What follows belongs to an exercise in optimizing a design on an open flow for small area, a short achievable clock period and few clock cycles; a production flow would make more cautious choices. No functional check of the RTL was part of any run shown here.

===== design.v =====
module sqrt_u32(
        input             clk,
        input             rst_n,
        input             vld_in,
        input      [31:0] x,
        output reg        vld_out,
        output     [15:0] y
    );
    reg          busy;
    reg [3:0]    c;                         
    reg [16:0]   r;                         
    reg [12:0]   xh;                        
    reg [15:0]   z;                         
    assign y = z;
    function [32:0] step(input [32:0] rq, input [1:0] xx);
        reg [17:0] a;
        reg [17:0] b;
        reg [17:0] d;
        reg        s;
        begin
            s = rq[32];
            a = {rq[31:16], xx};
            b = {~s, rq[14:0] ^ {15{~s}}, 1'b1, s};
            d = a + b + {17'd0, ~s};
            step = {d[16:0], rq[14:0], ~d[17]};
        end
    endfunction
    function [19:0] first(input [5:0] top);
        begin
            case (top)
            6'd0: first = {17'd131071, 3'd0};
            6'd1: first = {17'd0, 3'd1};
            6'd2: first = {17'd1, 3'd1};
            6'd3: first = {17'd2, 3'd1};
            6'd4: first = {17'd131067, 3'd2};
            6'd5: first = {17'd131068, 3'd2};
            6'd6: first = {17'd131069, 3'd2};
            6'd7: first = {17'd131070, 3'd2};
            6'd8: first = {17'd131071, 3'd2};
            6'd9: first = {17'd0, 3'd3};
            6'd10: first = {17'd1, 3'd3};
            6'd11: first = {17'd2, 3'd3};
            6'd12: first = {17'd3, 3'd3};
            6'd13: first = {17'd4, 3'd3};
            6'd14: first = {17'd5, 3'd3};
            6'd15: first = {17'd6, 3'd3};
            6'd16: first = {17'd131063, 3'd4};
            6'd17: first = {17'd131064, 3'd4};
            6'd18: first = {17'd131065, 3'd4};
            6'd19: first = {17'd131066, 3'd4};
            6'd20: first = {17'd131067, 3'd4};
            6'd21: first = {17'd131068, 3'd4};
            6'd22: first = {17'd131069, 3'd4};
            6'd23: first = {17'd131070, 3'd4};
            6'd24: first = {17'd131071, 3'd4};
            6'd25: first = {17'd0, 3'd5};
            6'd26: first = {17'd1, 3'd5};
            6'd27: first = {17'd2, 3'd5};
            6'd28: first = {17'd3, 3'd5};
            6'd29: first = {17'd4, 3'd5};
            6'd30: first = {17'd5, 3'd5};
            6'd31: first = {17'd6, 3'd5};
            6'd32: first = {17'd7, 3'd5};
            6'd33: first = {17'd8, 3'd5};
            6'd34: first = {17'd9, 3'd5};
            6'd35: first = {17'd10, 3'd5};
            6'd36: first = {17'd131059, 3'd6};
            6'd37: first = {17'd131060, 3'd6};
            6'd38: first = {17'd131061, 3'd6};
            6'd39: first = {17'd131062, 3'd6};
            6'd40: first = {17'd131063, 3'd6};
            6'd41: first = {17'd131064, 3'd6};
            6'd42: first = {17'd131065, 3'd6};
            6'd43: first = {17'd131066, 3'd6};
            6'd44: first = {17'd131067, 3'd6};
            6'd45: first = {17'd131068, 3'd6};
            6'd46: first = {17'd131069, 3'd6};
            6'd47: first = {17'd131070, 3'd6};
            6'd48: first = {17'd131071, 3'd6};
            6'd49: first = {17'd0, 3'd7};
            6'd50: first = {17'd1, 3'd7};
            6'd51: first = {17'd2, 3'd7};
            6'd52: first = {17'd3, 3'd7};
            6'd53: first = {17'd4, 3'd7};
            6'd54: first = {17'd5, 3'd7};
            6'd55: first = {17'd6, 3'd7};
            6'd56: first = {17'd7, 3'd7};
            6'd57: first = {17'd8, 3'd7};
            6'd58: first = {17'd9, 3'd7};
            6'd59: first = {17'd10, 3'd7};
            6'd60: first = {17'd11, 3'd7};
            6'd61: first = {17'd12, 3'd7};
            6'd62: first = {17'd13, 3'd7};
            6'd63: first = {17'd14, 3'd7};
            default: first = 20'd0;
            endcase
        end
    endfunction
    wire [14:0] valid = {(c[3] & c[2]),
                     (c[3] & (c[2] | (c[1] & c[0]))),
                     (c[3] & (c[2] | c[1])),
                     (c[3] & (c[2] | (c[1] | c[0]))),
                     c[3],
                     (c[3] | (c[2] & (c[1] & c[0]))),
                     (c[3] | (c[2] & c[1])),
                     (c[3] | (c[2] & (c[1] | c[0]))),
                     (c[3] | c[2]),
                     (c[3] | (c[2] | (c[1] & c[0]))),
                     (c[3] | (c[2] | c[1])),
                     (c[3] | (c[2] | (c[1] | c[0]))),
                     1'b1,
                     1'b1,
                     1'b1};
    wire [19:0] ld = first(x[31:26]);
    reg [32:0] it;                          
    integer k;
    always @* begin
        it = {r, 1'b0, z[14:0] & valid};
        for (k = 0; k < 1; k = k + 1)
            it = step(it, {xh[12-k], z[15-k]});
    end
    always @(posedge clk or negedge rst_n) begin
        if (!rst_n) begin
            busy    <= 1'b0;
            vld_out <= 1'b0;
        end else begin
            vld_out <= busy && c == 4'd12;
            if (!busy)
                busy <= vld_in;
            else if (c == 4'd12)
                busy <= 1'b0;
        end
    end
    always @(posedge clk) begin
        if (!busy) begin
            r  <= ld[19:3];
            xh <= {x[25], x[23], x[21], x[19], x[17], x[15], x[13], x[11], x[9], x[7], x[5], x[3], x[1]};
            z  <= {x[24], x[22], x[20], x[18], x[16], x[14], x[12], x[10], x[8], x[6], x[4], x[2], x[0], ld[2:0]};
            c  <= 4'd0;
        end else begin
            r  <= it[32:16];
            xh <= xh << 1;
            z  <= {z[14:0], it[0:0]};
            c  <= c + 4'd1;
        end
    end
endmodule

===== flow/run.sh =====
#!/bin/bash
set -euo pipefail
MARGIN=$(cat flow/margin.txt)
bash standard.sh \
  "SETUP_SLACK_MARGIN=$MARGIN" \
  "BUFFER_PORTS_ARGS=-buffer_cell sky130_fd_sc_hd__buf_1" \
  finish > standard.log 2>&1

===== flow/margin.txt =====
7.0

===== standard.sh =====
#!/bin/bash
# synth_recipe.tcl (not shown) runs the flow's synth.tcl, then flattens the netlist and writes it again
# the make line also repeats each setting of config.mk as NAME=value (left out here)
make -C /OpenROAD-flow-scripts/flow DESIGN_CONFIG=/design/flow/config.mk WORK_HOME=/design/flow/orfs CLKGATE_MAP_FILE= SYNTH_SCRIPT=/design/flow/synth_recipe.tcl "${@:-finish}"

===== config.mk =====
export PLATFORM = sky130hd
export DESIGN_NAME = sqrt_u32
export DESIGN_NICKNAME = sqrt_u32
export VERILOG_FILES = /design/flow/design.v
export SDC_FILE = /design/flow/constraint.sdc
export NUM_CORES = 4
export LEC_CHECK = 0
export CAP_MARGIN = 20
export CORE_MARGIN = 2
export CORE_UTILIZATION = 40
export SLEW_MARGIN = 20

===== constraint.sdc =====
create_clock -name core_clock -period 10.0 [get_ports {clk}]
set_input_delay 2.0000 -clock core_clock [delete_from_list [all_inputs] [get_ports {clk}]]
set_output_delay 2.0000 -clock core_clock [all_outputs]
set_load 0.01 [all_outputs]

==> results.py, run 1 <==
metrics = {
    "run_status": {
        "status": "complete, no violations",
    },
    "critical_path": {
        "crit_arrival_ns": 3.25,
        "cp-end-kind": "flop",
        "path_cells": "buf_8, clkinv_4, ha_4, nand2b_4, a311o_1, a21oi_4, or3_1, mux2i_1, nor2_1",
        "r2r_start": "c[1]",
        "slowest_delay_ns": 0.38,
        "cp_slowest_cell": "or3_1",
        "start_kind": "input port",
        "critPathKind": "in -> reg",
        "reg2reg_depth": 11,
        "r2r_setup_slack_ns": 7.06,
        "cp_max_fo": 7,
        "r2r_end": "r[16]",
        "cp.required_ns": 10.21,
    },
    "worst_hold_path": {
        "hold_start": "c[0]",
        "min_to": "c[0]",
        "min_delay_path_depth": 1,
        "hold_path_class": "reg -> reg",
    },
    "routing": {
        "vias": 2224,
        "dr.pass1.iters": 4,
        "wirelength_um": 5940,
        "drtIter0Drc": 57,
        "ant_nets": 0,
        "avgRoutedWirePerCell_um": 13.2,
        "drc": 0,
        "viasPerCell": 4.93,
    },
    "die": {
        "core_area_um2": 6910,
        "dieArea_um2": 7910,
        "rows": 30,
        "die_y_um": 89.0,
        "dieWidth_um": 89.0,
        "start_util": 0.418,
        "io_pins": 52,
    },
    "grt": {
        "antenna_found_initial": 0,
        "grt_busiest_layer": "met2",
        "use_met2": 0.250,
        "grt_max_degree": 65,
        "grtUsageMet1": 0.204,
        "grt_overflow_total": 0,
        "track_usage": 0.153,
        "grt_pass1_vias": 2133,
        "grt_pass1_wl_um": 9490,
        "grt_use_met3": 0.0332,
    },
    "timing": {
        "maxSlewViolCount": 0,
        "finalHoldWorstSlack_ns": 0.449,
        "layout_min_cycle_time_ns": 3.04,
        "setup_viol_count_final": 0,
        "fin_tns_setup_ns": 0,
        "fmax_mhz": 329,
        "max_slew_margin": 0.530,
        "tightest_slew_ns": 0.706,
        "fin_crit_sh": 0.304,
        "finClkSkew_ns": 0.0145,
        "hold_viol_final": 0,
        "rsz0062_at_grt": "yes",
    },
    "clocking": {
        "clock_latency_ns": 0.31,
        "cts_root_buffer": "clkbuf_8",
        "cts_made_buffers": 5,
        "cts_sinks": 52,
        "clock_path_buffers": 2,
        "ctsHoldBuffers": 0,
        "clk_pin_slew_ns": 0.10,
        "cts_tree": "done",
        "htreeDepth": 2,
    },
    "logic_synthesis": {
        "yosysSeqAreaShare": 0.364,
        "synth_top_area_frac": 0.347,
        "synthArstFlopShare": 0.0385,
        "synth_nets": 360,
        "synth_edf_count": 0,
        "yosysUniqueCellTypes": 47,
        "syn_avg_cell_area_um2": 9.56,
        "syn-cell-area_um2": 2890,
        "synth_area_leaders": "dfxtp_1 35%, ha_1 10%, mux2_2 9.7%, xnor2_1 7.9%, a21o_1 3.4%",
        "yosysWarnings": 1,
        "yosys_register_bits": 52,
        "netlist_instances": 302,
        "yosys.area.top_type": "dfxtp_1",
        "synthFlopType": "dfxtp_1",
    },
    "finish": {
        "diodes": 0,
        "final_cell_mix": "47 x buf_1, 46 x dfxtp_1, 26 x xnor2_1",
        "mostFrequentLayoutCell": "buf_1",
        "drive_above_1_share": 0.180,
        "utilization": 0.491,
        "n_fill_cell": 699,
        "final_nets": 412,
        "syn2layout_area_growth_pct": 17.4,
    },
    "placement": {
        "gp_congestion": 0.787,
        "dp_hpwl_um": 4350,
        "io_buffers": 51,
    },
    "flow_run": {
        "cap_violations": 0,
    },
}
-- critical path, delay by kind of cell --
kind | cells | cell delay [ns]
AND/OR/NAND/NOR | 3 | 0.50
adder cells (fa/ha/maj) | 1 | 0.16
AO/OA/AOI/OAI | 2 | 0.33
buffers and inverters | 2 | 0.12
multiplexers | 1 | 0.14
-- worst max-delay path by stage --
stage | startpoint | to | slack, ns
finish | x[26] | r[14] | 6.96
global route | x[26] | r[14] | 6.93
CTS | x[27] | r[14] | 6.96
detailed placement | x[27] | r[14] | 6.18
global placement | x[27] | r[14] | 6.20
floorplan | x[27] | r[14] | 6.84
-- cell usage after synthesis, drive strengths merged, types with 4 or more instances --
cell,number
a211o,4
a21o,13
a21oi,15
buf,7
clkbuf,8
dfxtp,50
ha,23
inv,12
mux2,25
mux2i,6
nand2,17
nand2b,4
nor2,19
nor2b,5
nor3,4
o211ai,6
o21ai,19
xnor2,26
xor2,4
-- per-layer routing --
| metal | part of all wire | up-vias |
|---|---|---|
| met4 | 0.012 | 0 |
| met2 | 0.47 | 31 |
| met3 | 0.027 | 7 |
| met1 | 0.49 | 1013 |
| li1 | - | 1173 |
| met5 | 0 | - |
-- layout make-up --
| cell class | instances | area (um^2) | share of cell area |
|---|---|---|---|
| tap | 96 | 120 | 0.0354 |
| inverter | 12 | 66.3 | 0.0196 |
| multi-input combinational | 223 | 1770 | 0.521 |
| clock inverter | 2 | 16.3 | 0.00480 |
| sequential | 52 | 1060 | 0.312 |
| clock buffer | 6 | 72.6 | 0.0214 |
| timing repair buffer | 60 | 292 | 0.0860 |
-- timing repair --
action,4_1_cts,5_1_grt
gates resized for setup,13,9
setup endpoints to repair,14,13
cloned,0,0
pin swaps,5,6
hold endpoints to repair,0,0
setup buffers,6,2
-- metrics by stage --
step	setup slack (ns)	area (um^2)	std cells
finish	6.96	3390	451
global route	6.93	3390	451
CTS	6.96	3360	449
detailed placement	6.18	3190	435
global placement	6.20	3190	435
floorplan	6.84	2930	302
-- kinds of logic after synthesis --
| logic type | synth area share |
|---|---|
| XOR/XNOR | 0.0910 |
| multiplexers | 0.118 |
| AND/OR/NAND/NOR | 0.115 |
| flip-flops | 0.364 |
| adder cells (fa/ha/maj) | 0.0997 |
| buffers and inverters | 0.0364 |
| AO/OA/AOI/OAI | 0.176 |
-- sequential cells by signal, summed over array words and instances (netlist names) --
register and flops:
busy 1, xh 13, z 16, c 4
vld_out 1, r 17
==> run 2: changes to the inputs <==
--- a/design.v
+++ b/design.v
@@ -8,20 +8,19 @@
     );
     reg          busy;
-    reg [3:0]    c;                         
     reg [16:0]   r;                         
-    reg [12:0]   xh;                        
+    reg [13:0]   m;                         
     reg [15:0]   z;                         
     assign y = z;
     function [32:0] step(input [32:0] rq, input [1:0] xx);
-        reg [17:0] a;
-        reg [17:0] b;
-        reg [17:0] d;
+        reg [18:0] a;
+        reg [18:0] b;
+        reg [18:0] d;
         reg        s;
         begin
             s = rq[32];
-            a = {rq[31:16], xx};
-            b = {~s, rq[14:0] ^ {15{~s}}, 1'b1, s};
-            d = a + b + {17'd0, ~s};
-            step = {d[16:0], rq[14:0], ~d[17]};
+            a = {rq[32:16], xx};
+            b = {{2{~s}}, rq[14:0] ^ {15{~s}}, 1'b1, s};
+            d = a + b + {18'd0, ~s};
+            step = {d[16:0], rq[14:0], ~d[18]};
         end
     endfunction
@@ -97,27 +96,22 @@
         end
     endfunction
-    wire [14:0] valid = {(c[3] & c[2]),
-                     (c[3] & (c[2] | (c[1] & c[0]))),
-                     (c[3] & (c[2] | c[1])),
-                     (c[3] & (c[2] | (c[1] | c[0]))),
-                     c[3],
-                     (c[3] | (c[2] & (c[1] & c[0]))),
-                     (c[3] | (c[2] & c[1])),
-                     (c[3] | (c[2] & (c[1] | c[0]))),
-                     (c[3] | c[2]),
-                     (c[3] | (c[2] | (c[1] & c[0]))),
-                     (c[3] | (c[2] | c[1])),
-                     (c[3] | (c[2] | (c[1] | c[0]))),
-                     1'b1,
-                     1'b1,
-                     1'b1};
     wire [19:0] ld = first(x[31:26]);
-    reg [32:0] it;                          
-    integer k;
-    always @* begin
-        it = {r, 1'b0, z[14:0] & valid};
-        for (k = 0; k < 1; k = k + 1)
-            it = step(it, {xh[12-k], z[15-k]});
-    end
+    wire [14:0] valid = {~|m[11:0],
+                        ~|m[10:0],
+                        ~|m[9:0],
+                        ~|m[8:0],
+                        ~|m[7:0],
+                        ~|m[6:0],
+                        ~|m[5:0],
+                        ~|m[4:0],
+                        ~|m[3:0],
+                        ~|m[2:0],
+                        ~|m[1:0],
+                        ~|m[0:0],
+                        1'b1,
+                        1'b1,
+                        1'b1};
+    wire        last = valid[14];           
+    wire [32:0] it = step({r, 1'b0, z[14:0] & valid}, {m[13], z[15]});
     always @(posedge clk or negedge rst_n) begin
         if (!rst_n) begin
@@ -125,8 +119,8 @@
             vld_out <= 1'b0;
         end else begin
-            vld_out <= busy && c == 4'd12;
+            vld_out <= busy && last;
             if (!busy)
                 busy <= vld_in;
-            else if (c == 4'd12)
+            else if (last)
                 busy <= 1'b0;
         end
@@ -134,13 +128,11 @@
     always @(posedge clk) begin
         if (!busy) begin
-            r  <= ld[19:3];
-            xh <= {x[25], x[23], x[21], x[19], x[17], x[15], x[13], x[11], x[9], x[7], x[5], x[3], x[1]};
-            z  <= {x[24], x[22], x[20], x[18], x[16], x[14], x[12], x[10], x[8], x[6], x[4], x[2], x[0], ld[2:0]};
-            c  <= 4'd0;
+            r <= ld[19:3];
+            m <= {x[25], x[23], x[21], x[19], x[17], x[15], x[13], x[11], x[9], x[7], x[5], x[3], x[1], 1'b1};
+            z <= {x[24], x[22], x[20], x[18], x[16], x[14], x[12], x[10], x[8], x[6], x[4], x[2], x[0], ld[2:0]};
         end else begin
-            r  <= it[32:16];
-            xh <= xh << 1;
-            z  <= {z[14:0], it[0:0]};
-            c  <= c + 4'd1;
+            r <= it[32:16];
+            m <= {m[12:0], 1'b0};
+            z <= {z[14:0], it[0]};
         end
     end
==> run 2 against run 1 <==
Via count rose by 4.4%. Global-route usage rose by 2.8 points. Die area fell by 4.2%. Critical path depth rose by 5. Count of clock-buffer cells in the layout did not move. Highest routed layer unchanged. Design area fell by 1.1%. Routed wire length rose by 11%. Largest cell class unchanged.
==> results.py, run 2 <==
metrics = {
    "run_status": {
        "status": "complete, no violations",
    },
    "clocking": {
        "ctsHoldBuffers": 0,
        "cts_sinks": 49,
        "clock_latency_ns": 0.30,
        "htreeDepth": 2,
        "clk_pin_slew_ns": 0.09,
        "cts_made_buffers": 5,
        "cts_root_buffer": "clkbuf_8",
        "clock_path_buffers": 2,
        "cts_tree": "done",
    },
    "logic_synthesis": {
        "yosysWarnings": 1,
        "yosysUniqueCellTypes": 47,
        "yosys.area.top_type": "dfxtp_1",
        "synth_top_area_frac": 0.341,
        "yosysMostFrequentCell": "dfxtp_1",
        "syn_avg_cell_area_um2": 9.52,
        "synthArstFlopShare": 0.0408,
        "netlist_instances": 290,
        "syn-cell-area_um2": 2760,
        "synth_common_cells": "47 x dfxtp_1, 27 x mux2_2, 24 x ha_1, 22 x xnor2_1, 19 x nand2_1",
        "yosysSeqAreaShare": 0.359,
        "synth_area_leaders": "dfxtp_1 34%, mux2_2 11%, ha_1 11%, xnor2_1 7.0%, a21oi_1 3.1%",
        "synthFlopType": "dfxtp_1",
        "yosys_register_bits": 49,
        "synth_nets": 349,
        "synth_edf_count": 0,
    },
    "routing": {
        "wl_met3_um": 252,
        "met2_length_um": 3250,
        "wirelength_um": 6610,
        "wirelength_met1_um": 3010,
        "drc": 0,
        "ant_nets": 0,
        "highest_layer": "met4",
        "vias": 2321,
        "dr.pass1.iters": 4,
        "avgRoutedWirePerCell_um": 15.2,
        "viasPerCell": 5.35,
        "drtIter0Drc": 70,
    },
    "finish": {
        "regMostFlops": "r",
        "largest_reg_flops": 17,
        "final_nets": 412,
        "fin_area_um2": 3350,
        "diodes": 0,
        "final_cell_mix": "48 x buf_1, 43 x dfxtp_1, 26 x mux2_2",
        "mostFrequentLayoutCell": "buf_1",
        "instances_no_fill": 434,
        "reg_top3": "r x17, z x16, m x14",
        "drive_above_1_share": 0.243,
        "syn2layout_area_growth_pct": 21.4,
        "utilization": 0.499,
    },
    "grt": {
        "track_usage": 0.180,
        "grt_pass1_vias": 2347,
        "antenna_found_initial": 0,
        "grt_pass1_wl_um": 10900,
        "grt_overflow_total": 0,
        "grt_max_degree": 43,
    },
    "critical_path": {
        "crit_arrival_ns": 3.19,
        "critical_path.endpoint": "r[15]",
        "cp-end-kind": "flop",
        "r2r_start": "m[3]",
        "r2r_setup_slack_ns": 6.99,
        "cp_max_fo": 3,
        "r2r_end": "r[15]",
        "cp.required_ns": 10.18,
        "critPathKind": "reg -> reg",
        "reg2reg_depth": 14,
        "start_kind": "flop",
        "crit_start": "m[3]",
    },
    "timing": {
        "finClkSkew_ns": 0.00660,
        "hold_viol_final": 0,
        "fin_tns_setup_ns": 0,
        "setup_slack_ns": 6.99,
        "setup_viol_count_final": 0,
        "layout_min_cycle_time_ns": 3.01,
        "rsz0062_at_grt": "yes",
        "tightest_slew_ns": 0.549,
        "finalHoldWorstSlack_ns": 0.465,
        "maxSlewViolCount": 0,
        "fin_crit_sh": 0.301,
        "fmax_mhz": 332,
        "max_slew_margin": 0.633,
    },
    "die": {
        "dieWidth_um": 87.1,
        "dieArea_um2": 7580,
        "core_area_um2": 6720,
        "io_pins": 52,
        "start_util": 0.411,
        "rows": 30,
        "die_y_um": 87.1,
    },
    "flow_run": {
        "cap_violations": 0,
    },
    "placement": {
        "io_buffers": 51,
        "place_ws_ns": 6.59,
        "place_inst": 412,
        "dp_hpwl_um": 4720,
        "dpl_cell_area_um2": 3030,
        "gp_congestion": 0.840,
    },
    "worst_hold_path": {
        "hold_path_class": "reg -> reg",
    },
}
[run 2: cell families (layout without fill, tap and decap cells)]
logic type / count (synthesis) / after routing / synth area share
compound gates: 71 / 71 / 0.170
xor+xnor: 26 / 26 / 0.0825
fa+ha+maj: 24 / 24 / 0.109
buf+inv: 23 / 87 / 0.0317
flops: 49 / 49 / 0.359
mux: 28 / 28 / 0.114
simple gates: 69 / 69 / 0.134
[run 2: worst min path at each step]
stage,from,endpoint,slack [ns],depth (start not counted)
4_1_cts,m[12],m[13],0.47,1
2_1_floorplan,m[12],m[13],0.43,1
6_report,m[12],m[13],0.46,1
3_3_place_gp,m[12],m[13],0.45,1
5_1_grt,m[12],m[13],0.48,1
3_5_place_dp,m[12],m[13],0.44,1
[run 2: final cells by class]
class / instances / area [um^2]
Timing Repair Buffer: 65 / 300
Timing Repair inverter: 1 / 7.51
Inverter: 13 / 55.1
Sequential cell: 49 / 996
Multi-Input combinational cell: 218 / 1790
Tap cell: 80 / 100
Clock inverter: 2 / 35.0
Fill cell: 650 / 3370
Clock buffer: 6 / 72.6
[run 2: worst max-delay path, stage by stage, from the launching register on]
cell	delay (ns)
dfxtp_2	0.33
or4_4	0.56
nor4_4	0.17
buf_4	0.16
nand3_1	0.09
xnor2_1	0.14
ha_1	0.32
nand2_2	0.07
buf_4	0.13
buf_4	0.13
or3_1	0.34
o211ai_1	0.14
a41oi_2	0.08
xor2_1	0.16
o21ai_1	0.07
[run 2: per-layer routing]
metal,track usage,up-vias
met3,0.0284,8
met2,0.314,52
met4,0.0469,0
met5,0,-
met1,0.231,1093
li1,-,1168
[run 2: repair_timing]
item | CTS | global route
buffers inserted | 11 | 2
pin swaps | 16 | 9
resized for setup | 13 | 18
gates cloned | 0 | 1
endpoints found under the setup margin | 13 | 16
==> run 3: changes to the inputs <==
==> design.v (replaced) <==
module sqrt_u32(
        input             clk,
        input             rst_n,
        input             vld_in,
        input      [31:0] x,
        output reg        vld_out,
        output     [15:0] y
    );
    reg          busy;
    reg [2:0]    c;                         
    reg [16:0]   r;                         
    reg [15:0]   q;                         
    reg [23:0]   xs;                        
    assign y = q;
    function [32:0] step(input [32:0] rq, input [1:0] xx);
        reg [18:0] a;
        reg [18:0] b;
        reg [18:0] d;
        reg        s;
        begin
            s = rq[32];
            a = {rq[32:16], xx};
            b = {{2{~s}}, rq[14:0] ^ {15{~s}}, 1'b1, s};
            d = a + b + {18'd0, ~s};
            step = {d[16:0], rq[14:0], ~d[18]};
        end
    endfunction
    function [5:0] first(input [3:0] top);
        begin
            case (top)
            4'd0: first = {4'd15, 2'd0};
            4'd1: first = {4'd0, 2'd1};
            4'd2: first = {4'd1, 2'd1};
            4'd3: first = {4'd2, 2'd1};
            4'd4: first = {4'd11, 2'd2};
            4'd5: first = {4'd12, 2'd2};
            4'd6: first = {4'd13, 2'd2};
            4'd7: first = {4'd14, 2'd2};
            4'd8: first = {4'd15, 2'd2};
            4'd9: first = {4'd0, 2'd3};
            4'd10: first = {4'd1, 2'd3};
            4'd11: first = {4'd2, 2'd3};
            4'd12: first = {4'd3, 2'd3};
            4'd13: first = {4'd4, 2'd3};
            4'd14: first = {4'd5, 2'd3};
            4'd15: first = {4'd6, 2'd3};
            default: first = 6'd0;
            endcase
        end
    endfunction
    wire [5:0] ld2 = first(x[31:28]);
    wire        s2 = ld2[5];
    wire [5:0]  a2 = {ld2[5:2], x[27:26]};
    wire [5:0]  b2 = {~s2, ~s2, ld2[1:0] ^ {2{~s2}}, 1'b1, s2};
    wire [5:0]  d2 = a2 + b2 + {5'd0, ~s2};
    wire [7:0] ld3 = {d2[4:0], ld2[1:0], ~d2[5]};
    wire        s3 = ld3[7];
    wire [6:0]  a3 = {ld3[7:3], x[25:24]};
    wire [6:0]  b3 = {~s3, ~s3, ld3[2:0] ^ {3{~s3}}, 1'b1, s3};
    wire [6:0]  d3 = a3 + b3 + {6'd0, ~s3};
    wire [9:0] ld4 = {d3[5:0], ld3[2:0], ~d3[6]};
    wire [9:0] ld = ld4;            
    reg [32:0] it;                          
    integer k;
    always @* begin
        it = {r, q};
        for (k = 0; k < 2; k = k + 1)
            it = step(it, xs[23-2*k -: 2]);
    end
    always @(posedge clk or negedge rst_n) begin
        if (!rst_n) begin
            busy    <= 1'b0;
            vld_out <= 1'b0;
        end else begin
            vld_out <= busy && c == 3'd5;
            if (!busy)
                busy <= vld_in;
            else if (c == 3'd5)
                busy <= 1'b0;
        end
    end
    always @(posedge clk) begin
        if (!busy) begin
            r  <= {{11{ld[9]}}, ld[9:4]};
            q  <= {12'd0, ld[3:0]};
            xs <= x[23:0];
            c  <= 3'd0;
        end else begin
            r  <= it[32:16];
            q  <= it[15:0];
            xs <= xs << 4;
            c  <= c + 3'd1;
        end
    end
endmodule
==> flow/margin.txt (replaced) <==
6.0
==> run 3 against run 2 <==
Worst setup slack got worse by 1.8 ns. Routed wire length increased by 49%. Register-to-register slack got worse by 1.4 ns. Global-route usage decreased by 0.22 points. Core utilization increased by 1.1 points. Largest cell class unchanged.
==> results.py, run 3 <==
metrics = {
    "finish": {
        "final_cell_mix": "59 x dfxtp_1, 48 x buf_1, 47 x ha_1",
        "multi_input_area_um2": 3010,
        "regMostFlops": "xs",
        "mostFrequentLayoutCell": "dfxtp_1",
        "largest_reg_flops": 24,
        "diodes": 0,
        "seqCellArea_um2": 1260,
        "reg_top3": "xs x24, r x17, q x16",
        "drive_above_1_share": 0.209,
        "n_fill_cell": 981,
        "utilization": 0.510,
        "fin_area_um2": 5240,
        "final_nets": 628,
        "syn2layout_area_growth_pct": 24.0,
    },
    "logic_synthesis": {
        "yosys.area.top_type": "dfxtp_1",
        "synth_area_leaders": "dfxtp_1 28%, ha_1 15%, xnor2_1 8.9%, mux2_2 6.1%, xor2_1 5.2%",
        "synth_top_area_frac": 0.284,
        "synthFlopType": "dfxtp_1",
        "netlist_instances": 458,
        "yosysUniqueCellTypes": 49,
        "synth_edf_count": 0,
        "syn_avg_cell_area_um2": 9.22,
        "synthArstFlopShare": 0.0323,
        "synth_nets": 545,
        "syn-cell-area_um2": 4220,
        "yosysSeqAreaShare": 0.296,
        "yosysWarnings": 1,
        "yosysMostFrequentCell": "dfxtp_1",
        "synth_common_cells": "60 x dfxtp_1, 52 x ha_1, 43 x xnor2_1, 35 x a21oi_1, 25 x xor2_1",
        "yosys_register_bits": 62,
    },
    "clocking": {
        "htreeDepth": 3,
        "cts_tree": "done",
        "clock_latency_ns": 0.35,
        "cts_sinks": 62,
        "cts_made_buffers": 9,
        "clock_path_buffers": 2,
        "cts_root_buffer": "clkbuf_8",
        "clk_pin_slew_ns": 0.08,
    },
    "placement": {
        "io_buffers": 51,
        "dp_hpwl_um": 6980,
        "gp_congestion": 0.852,
        "place_ws_ns": 4.50,
        "dpl_cell_area_um2": 4630,
    },
    "routing": {
        "dr.pass1.iters": 4,
        "drtIter0Drc": 157,
        "avgRoutedWirePerCell_um": 14.4,
        "viasPerCell": 5.16,
        "wirelength_um": 9840,
        "ant_nets": 0,
        "vias": 3521,
        "drc": 0,
    },
    "grt": {
        "grt_pass1_vias": 3424,
        "track_usage": 0.178,
        "grt_max_degree": 54,
        "grt_overflow_total": 0,
        "antenna_found_initial": 0,
        "grt_pass1_wl_um": 16000,
    },
    "critical_path": {
        "r2r_setup_slack_ns": 5.57,
        "path_cells": "buf_12, inv_12, ha_2, nor3_2, a21oi_2, ha_1, a21o_1, a21oi_2, xnor2_2, xor2_1, ha_1, o21a_1, o21a_1, o21ai_2, nor2b_4, mux2_4, a211o_1",
        "critPathKind": "in -> reg",
        "cp_max_fo": 5,
        "slowest_delay_ns": 0.35,
        "r2r_start": "q[9]",
        "reg2reg_depth": 16,
        "crit_start": "x[28]",
        "cp.required_ns": 10.23,
        "crit_arrival_ns": 5.03,
        "r2r_end": "r[14]",
        "start_kind": "input port",
        "cp-end-kind": "flop",
        "cp_slowest_cell": "mux2_4",
    },
    "timing": {
        "setup_slack_ns": 5.20,
        "fin_tns_setup_ns": 0,
        "maxSlewViolCount": 0,
        "tightest_slew_ns": 0.601,
        "fmax_mhz": 208,
        "setup_viol_count_final": 0,
        "rsz0062_at_grt": "yes",
        "fin_crit_sh": 0.480,
        "layout_min_cycle_time_ns": 4.80,
        "finClkSkew_ns": 0.0153,
        "max_slew_margin": 0.600,
        "hold_viol_final": 0,
    },
    "run_status": {
        "status": "complete, no violations",
    },
    "worst_hold_path": {
        "hold_path_class": "reg -> reg",
        "min_delay_path_depth": 1,
        "min_to": "xs[16]",
        "hold_start": "xs[12]",
    },
    "die": {
        "dieWidth_um": 107,
        "rows": 37,
        "io_pins": 52,
        "die_y_um": 107,
        "dieArea_um2": 11400,
        "start_util": 0.411,
        "core_area_um2": 10300,
    },
    "flow_run": {
        "cap_violations": 0,
    },
}
==> run 3: repair_timing <==
item,in CTS,in global routing
gates resized for setup,28,15
setup buffers,25,6
hold buffers,0,0
pin swaps,10,13
endpoints found under the setup margin,16,16
cloned,1,0
==> run 3: worst max path at each step <==
| stage | to | slack [ns] |
|---|---|---|
| after detailed placement | r[16] | 4.50 |
| after global routing | r[16] | 5.08 |
| after global placement | r[14] | 4.54 |
| after CTS | r[16] | 5.26 |
| after floorplan | r[16] | 5.09 |
| final | r[16] | 5.20 |
==> run 3: kinds of logic after synthesis <==
group / after synthesis / share of synthesized area
and+or+nand+nor: 102 / 0.126
AOI/OAI and AO/OA: 109 / 0.174
buffers and inverters: 37 / 0.0355
adders and majority gates: 52 / 0.154
xor gates and xnor gates: 68 / 0.141
DFF: 62 / 0.296
muxes: 28 / 0.0732
==> run 3: cell type report <==
cell class / count / share of cell area
clock inverter: 7 / 0.0139
clock buffer: 9 / 0.0237
inverter: 24 / 0.0220
tap: 136 / 0.0325
multi-input combinational: 360 / 0.575
timing repair buffer: 84 / 0.0932
sequential: 62 / 0.240
==> run 3: stage by stage <==
step / hold WS (ns) / cells
after floorplan: 0.427 / 458
after global placement: 0.435 / 634
after detailed placement: 0.441 / 634
after CTS: 0.460 / 676
after global routing: 0.469 / 682
final: 0.456 / 682
==> run 3: per-layer routing <==
metal | track usage | routed length (um) | up-vias
li1 | - | - | 1783
met1 | 0.228 | 4640 | 1662
met2 | 0.302 | 4630 | 63
met3 | 0.0377 | 411 | 13
met4 | 0.0538 | 152 | 0
met5 | 0 | 0 | -
==> run 3: critical path, delay by kind of cell <==
kind	cells	cell delay, ns
xor gates and xnor gates	2	0.31
buffers and inverters	2	0.12
AOI/OAI and AO/OA	7	1.09
and+or+nand+nor	2	0.39
adders and majority gates	3	0.77
muxes	1	0.35
==> run 4: changes to the inputs <==
--- a/design.v
+++ b/design.v
@@ -10,7 +10,7 @@
     reg [2:0]    c;                         
     reg [16:0]   r;                         
-    reg [15:0]   q;                         
-    reg [23:0]   xs;                        
-    assign y = q;
+    reg [11:0]   xh;                        
+    reg [15:0]   z;                         
+    assign y = z;
     function [32:0] step(input [32:0] rq, input [1:0] xx);
         reg [18:0] a;
@@ -61,10 +61,25 @@
     wire [9:0] ld4 = {d3[5:0], ld3[2:0], ~d3[6]};
     wire [9:0] ld = ld4;            
+    wire [14:0] valid = {1'b0,
+                     (c[2] & (c[1] | c[0])),
+                     (c[2] & (c[1] | c[0])),
+                     c[2],
+                     c[2],
+                     (c[2] | (c[1] & c[0])),
+                     (c[2] | (c[1] & c[0])),
+                     (c[2] | c[1]),
+                     (c[2] | c[1]),
+                     (c[2] | (c[1] | c[0])),
+                     (c[2] | (c[1] | c[0])),
+                     1'b1,
+                     1'b1,
+                     1'b1,
+                     1'b1};
     reg [32:0] it;                          
     integer k;
     always @* begin
-        it = {r, q};
+        it = {r, 1'b0, z[14:0] & valid};
         for (k = 0; k < 2; k = k + 1)
-            it = step(it, xs[23-2*k -: 2]);
+            it = step(it, {xh[11-k], z[15-k]});
     end
     always @(posedge clk or negedge rst_n) begin
@@ -83,11 +98,11 @@
         if (!busy) begin
             r  <= {{11{ld[9]}}, ld[9:4]};
-            q  <= {12'd0, ld[3:0]};
-            xs <= x[23:0];
+            xh <= {x[23], x[21], x[19], x[17], x[15], x[13], x[11], x[9], x[7], x[5], x[3], x[1]};
+            z  <= {x[22], x[20], x[18], x[16], x[14], x[12], x[10], x[8], x[6], x[4], x[2], x[0], ld[3:0]};
             c  <= 3'd0;
         end else begin
             r  <= it[32:16];
-            q  <= it[15:0];
-            xs <= xs << 4;
+            xh <= xh << 2;
+            z  <= {z[13:0], it[1:0]};
             c  <= c + 3'd1;
         end
==> run 4 against run 3 <==
Still clean on timing, DRC and antenna. Critical path depth rose by 3. Count of clock-buffer cells in the layout shrank 3. Die area down 5.8%. Global-route usage up 0.95 points. First-iteration DRC count grew 27%. Routed wire length increased by 1.2%. Via count down 2.7%. Critical endpoint is now r[14]. Highest routed layer unchanged.
==> results.py, run 4 <==
metrics = {
    "clocking": {
        "clk_pin_slew_ns": 0.10,
        "cts_tree": "done",
        "cts_root_buffer": "clkbuf_8",
        "cts_sinks": 50,
        "cts_made_buffers": 5,
        "clock_path_buffers": 2,
        "clock_latency_ns": 0.31,
        "htreeDepth": 2,
    },
    "worst_hold_path": {
        "min_delay_path_depth": 1,
        "min_to": "c[0]",
        "hold_start": "c[0]",
        "hold_path_class": "reg -> reg",
    },
    "timing": {
        "maxSlewViolCount": 0,
        "fin_crit_sh": 0.473,
        "tightest_slew_ns": 0.719,
        "finClkSkew_ns": 0.00827,
        "max_slew_margin": 0.521,
        "fin_tns_setup_ns": 0,
        "rsz0062_at_grt": "yes",
        "hold_viol_final": 0,
        "layout_min_cycle_time_ns": 4.73,
        "fmax_mhz": 211,
        "setup_viol_count_final": 0,
    },
    "critical_path": {
        "critPathKind": "in -> reg",
        "r2r_setup_slack_ns": 5.35,
        "r2r_start": "c[0]",
        "cp_max_fo": 6,
        "crit_arrival_ns": 4.95,
        "reg2reg_depth": 21,
        "r2r_end": "r[13]",
        "start_kind": "input port",
        "cp-end-kind": "flop",
        "cp.required_ns": 10.21,
    },
    "routing": {
        "wirelength_um": 9960,
        "drc": 0,
        "drtIter0Drc": 199,
        "avgRoutedWirePerCell_um": 15.1,
        "vias": 3426,
        "ant_nets": 0,
        "viasPerCell": 5.19,
        "dr.pass1.iters": 5,
    },
    "logic_synthesis": {
        "yosys.area.top_type": "dfxtp_1",
        "synthArstFlopShare": 0.0400,
        "syn_avg_cell_area_um2": 9.06,
        "synth_top_family_by_area": "compound AO/OA/AOI/OAI gates",
        "synth.mux.area_fraction": 0.0753,
        "yosysMostFrequentCell": "ha_1",
        "yosys_register_bits": 50,
        "syn-cell-area_um2": 3970,
        "synth_simple_gate_area_share": 0.130,
        "netlist_instances": 438,
        "yosys.area_share.xor_xnor": 0.141,
        "yosysSeqAreaShare": 0.255,
        "synth_edf_count": 0,
        "synthFlopType": "dfxtp_1",
        "synth_nets": 525,
        "synth_common_cells": "52 x ha_1, 48 x dfxtp_1, 43 x xnor2_1, 27 x inv_1, 27 x nor2_1",
        "synth_top_area_frac": 0.242,
        "synth_compound_area_frac": 0.190,
        "yosysWarnings": 1,
        "synth_area_leaders": "dfxtp_1 24%, ha_1 16%, xnor2_1 9.5%, mux2_2 6.5%, a21o_1 4.3%",
        "yosysUniqueCellTypes": 54,
        "synthAdderAreaFrac": 0.164,
    },
    "finish": {
        "n_fill_cell": 905,
        "drive_above_1_share": 0.241,
        "regMostFlops": "r",
        "multi_input_area_um2": 3000,
        "final_cell_mix": "49 x buf_1, 44 x dfxtp_1, 43 x ha_1",
        "reg_top3": "r x17, z x16, xh x12",
        "instances_no_fill": 660,
        "syn2layout_area_growth_pct": 25.7,
        "largest_reg_flops": 17,
        "mostFrequentLayoutCell": "buf_1",
        "diodes": 0,
        "final_nets": 613,
        "seqCellArea_um2": 1020,
    },
    "die": {
        "rows": 36,
        "dieWidth_um": 104,
        "core_area_um2": 9680,
        "start_util": 0.410,
        "die_y_um": 104,
        "io_pins": 52,
        "dieArea_um2": 10700,
    },
    "grt": {
        "grt_pass1_vias": 3378,
        "grt_overflow_total": 0,
        "track_usage": 0.188,
        "antenna_found_initial": 0,
        "grt_pass1_wl_um": 16400,
        "grt_max_degree": 59,
    },
    "placement": {
        "place_inst": 614,
        "dp_hpwl_um": 7330,
        "gp_congestion": 0.848,
        "io_buffers": 51,
    },
    "run_status": {
        "status": "complete, no violations",
    },
    "flow_run": {
        "cap_violations": 0,
    },
}
run 4: cell count changes in the layout (fill, tap and decap cells not counted), sizes merged, moves of 4 or more:
cell / change
nor2: +6
a21o: +4
a211o: +4
and2: -10
nor2b: -7
dfxtp: -12
nand2: +6
buf: +6
nand2b: -4
a21oi: -10
xor2: -6
run 4: cell families after synthesis:
family / count (synthesis)
fa+ha+maj: 52
buf+inv: 38
compound gates: 105
flops: 50
xor+xnor: 63
simple gates: 102
mux: 27
other cells: 1
run 4: worst max-delay path by stage:
stage | start | end | cells after the start
3_5_place_dp | x[29] | r[12] | 20
4_1_cts | x[28] | r[14] | 20
6_report | x[28] | r[14] | 20
5_1_grt | x[28] | r[6] | 20
2_1_floorplan | x[29] | r[15] | 20
3_3_place_gp | x[28] | r[12] | 18
run 4: stage by stage:
step	utilization	setup WS, ns	cell area [um^2]	hold slack, ns
4_1_cts	0.504	5.31	4880	0.442
5_1_grt	0.515	5.04	4990	0.463
3_3_place_gp	0.451	4.35	4360	0.438
6_report	0.515	5.27	4990	0.437
3_5_place_dp	0.451	4.30	4360	0.440
2_1_floorplan	-	5.22	4060	0.433
run 4: repair_timing:
item	in CTS	in global routing
gates cloned	1	0
pin swaps	33	9
setup endpoints to repair	16	16
gates resized for setup	42	9
setup buffers	27	10
hold buffers	0	0
run 4: area by class of cell:
type                            instances  area share
Clock buffer                            6      0.0166
Clock inverter                          2      0.0120
Inverter                               28      0.0256
Multi-Input combinational cell        351       0.601
Sequential cell                        50       0.204
Tap cell                              133      0.0334
Timing Repair Buffer                   90       0.107
run 4: critical path: stages:
cell and delay [ns]:
buf_8 0.09, inv_8 0.03, ha_4 0.15, nor2b_4 0.12, a21o_1 0.20, ha_2 0.18
nor3_2 0.16, nor2_1 0.07, a21o_1 0.19, a21oi_2 0.17, xor2_1 0.17, ha_1 0.27
o21a_1 0.13, o21a_1 0.18, o21ai_1 0.11, nand2b_1 0.10, xnor2_2 0.21, buf_4 0.17
nor2_4 0.06, a21o_1 0.19
run 4: routing by layer:
layer	up-vias	global-route usage	routed length, um
met1	1579	0.245	4540
met5	-	0	0
met4	0	0.0685	248
met3	20	0.0296	495
li1	1734	-	-
met2	93	0.313	4670

-- what the ideal ports hide --
The results above use ideal ports. As a check the final layouts listed here were re-extracted and re-timed, cells and wires unchanged.
Step 1: set_driving_cell puts a clkbuf_16 on clk and a buf_2 on each other input, an assumption about the parent block.
Step 2 also shifts input and output timing later by t, the mid clock arrival at the registers, as if the neighbouring blocks saw the same clock.
Slacks: no drivers / after step 1 / after step 2; pairs: no drivers / after step 1.
run	shift t [ns]	setup WS [ns]	worst data-port slew with drivers (ns)	cell pins on the clock port's net
run 1	0.330	6.959 / 6.934 / 6.604	0.06	1
run 2	0.331	6.986 / 6.986 / 6.720	0.03	1
run 3	0.377	5.200 / 5.168 / 4.791	0.06	1
run 4	0.334	5.267 / 5.234 / 4.900	0.06	1
After both steps every run listed still meets setup and hold. The setup slack of run 3, which loses most, moves by -0.032 ns with the drivers and by -0.409 ns with both steps.
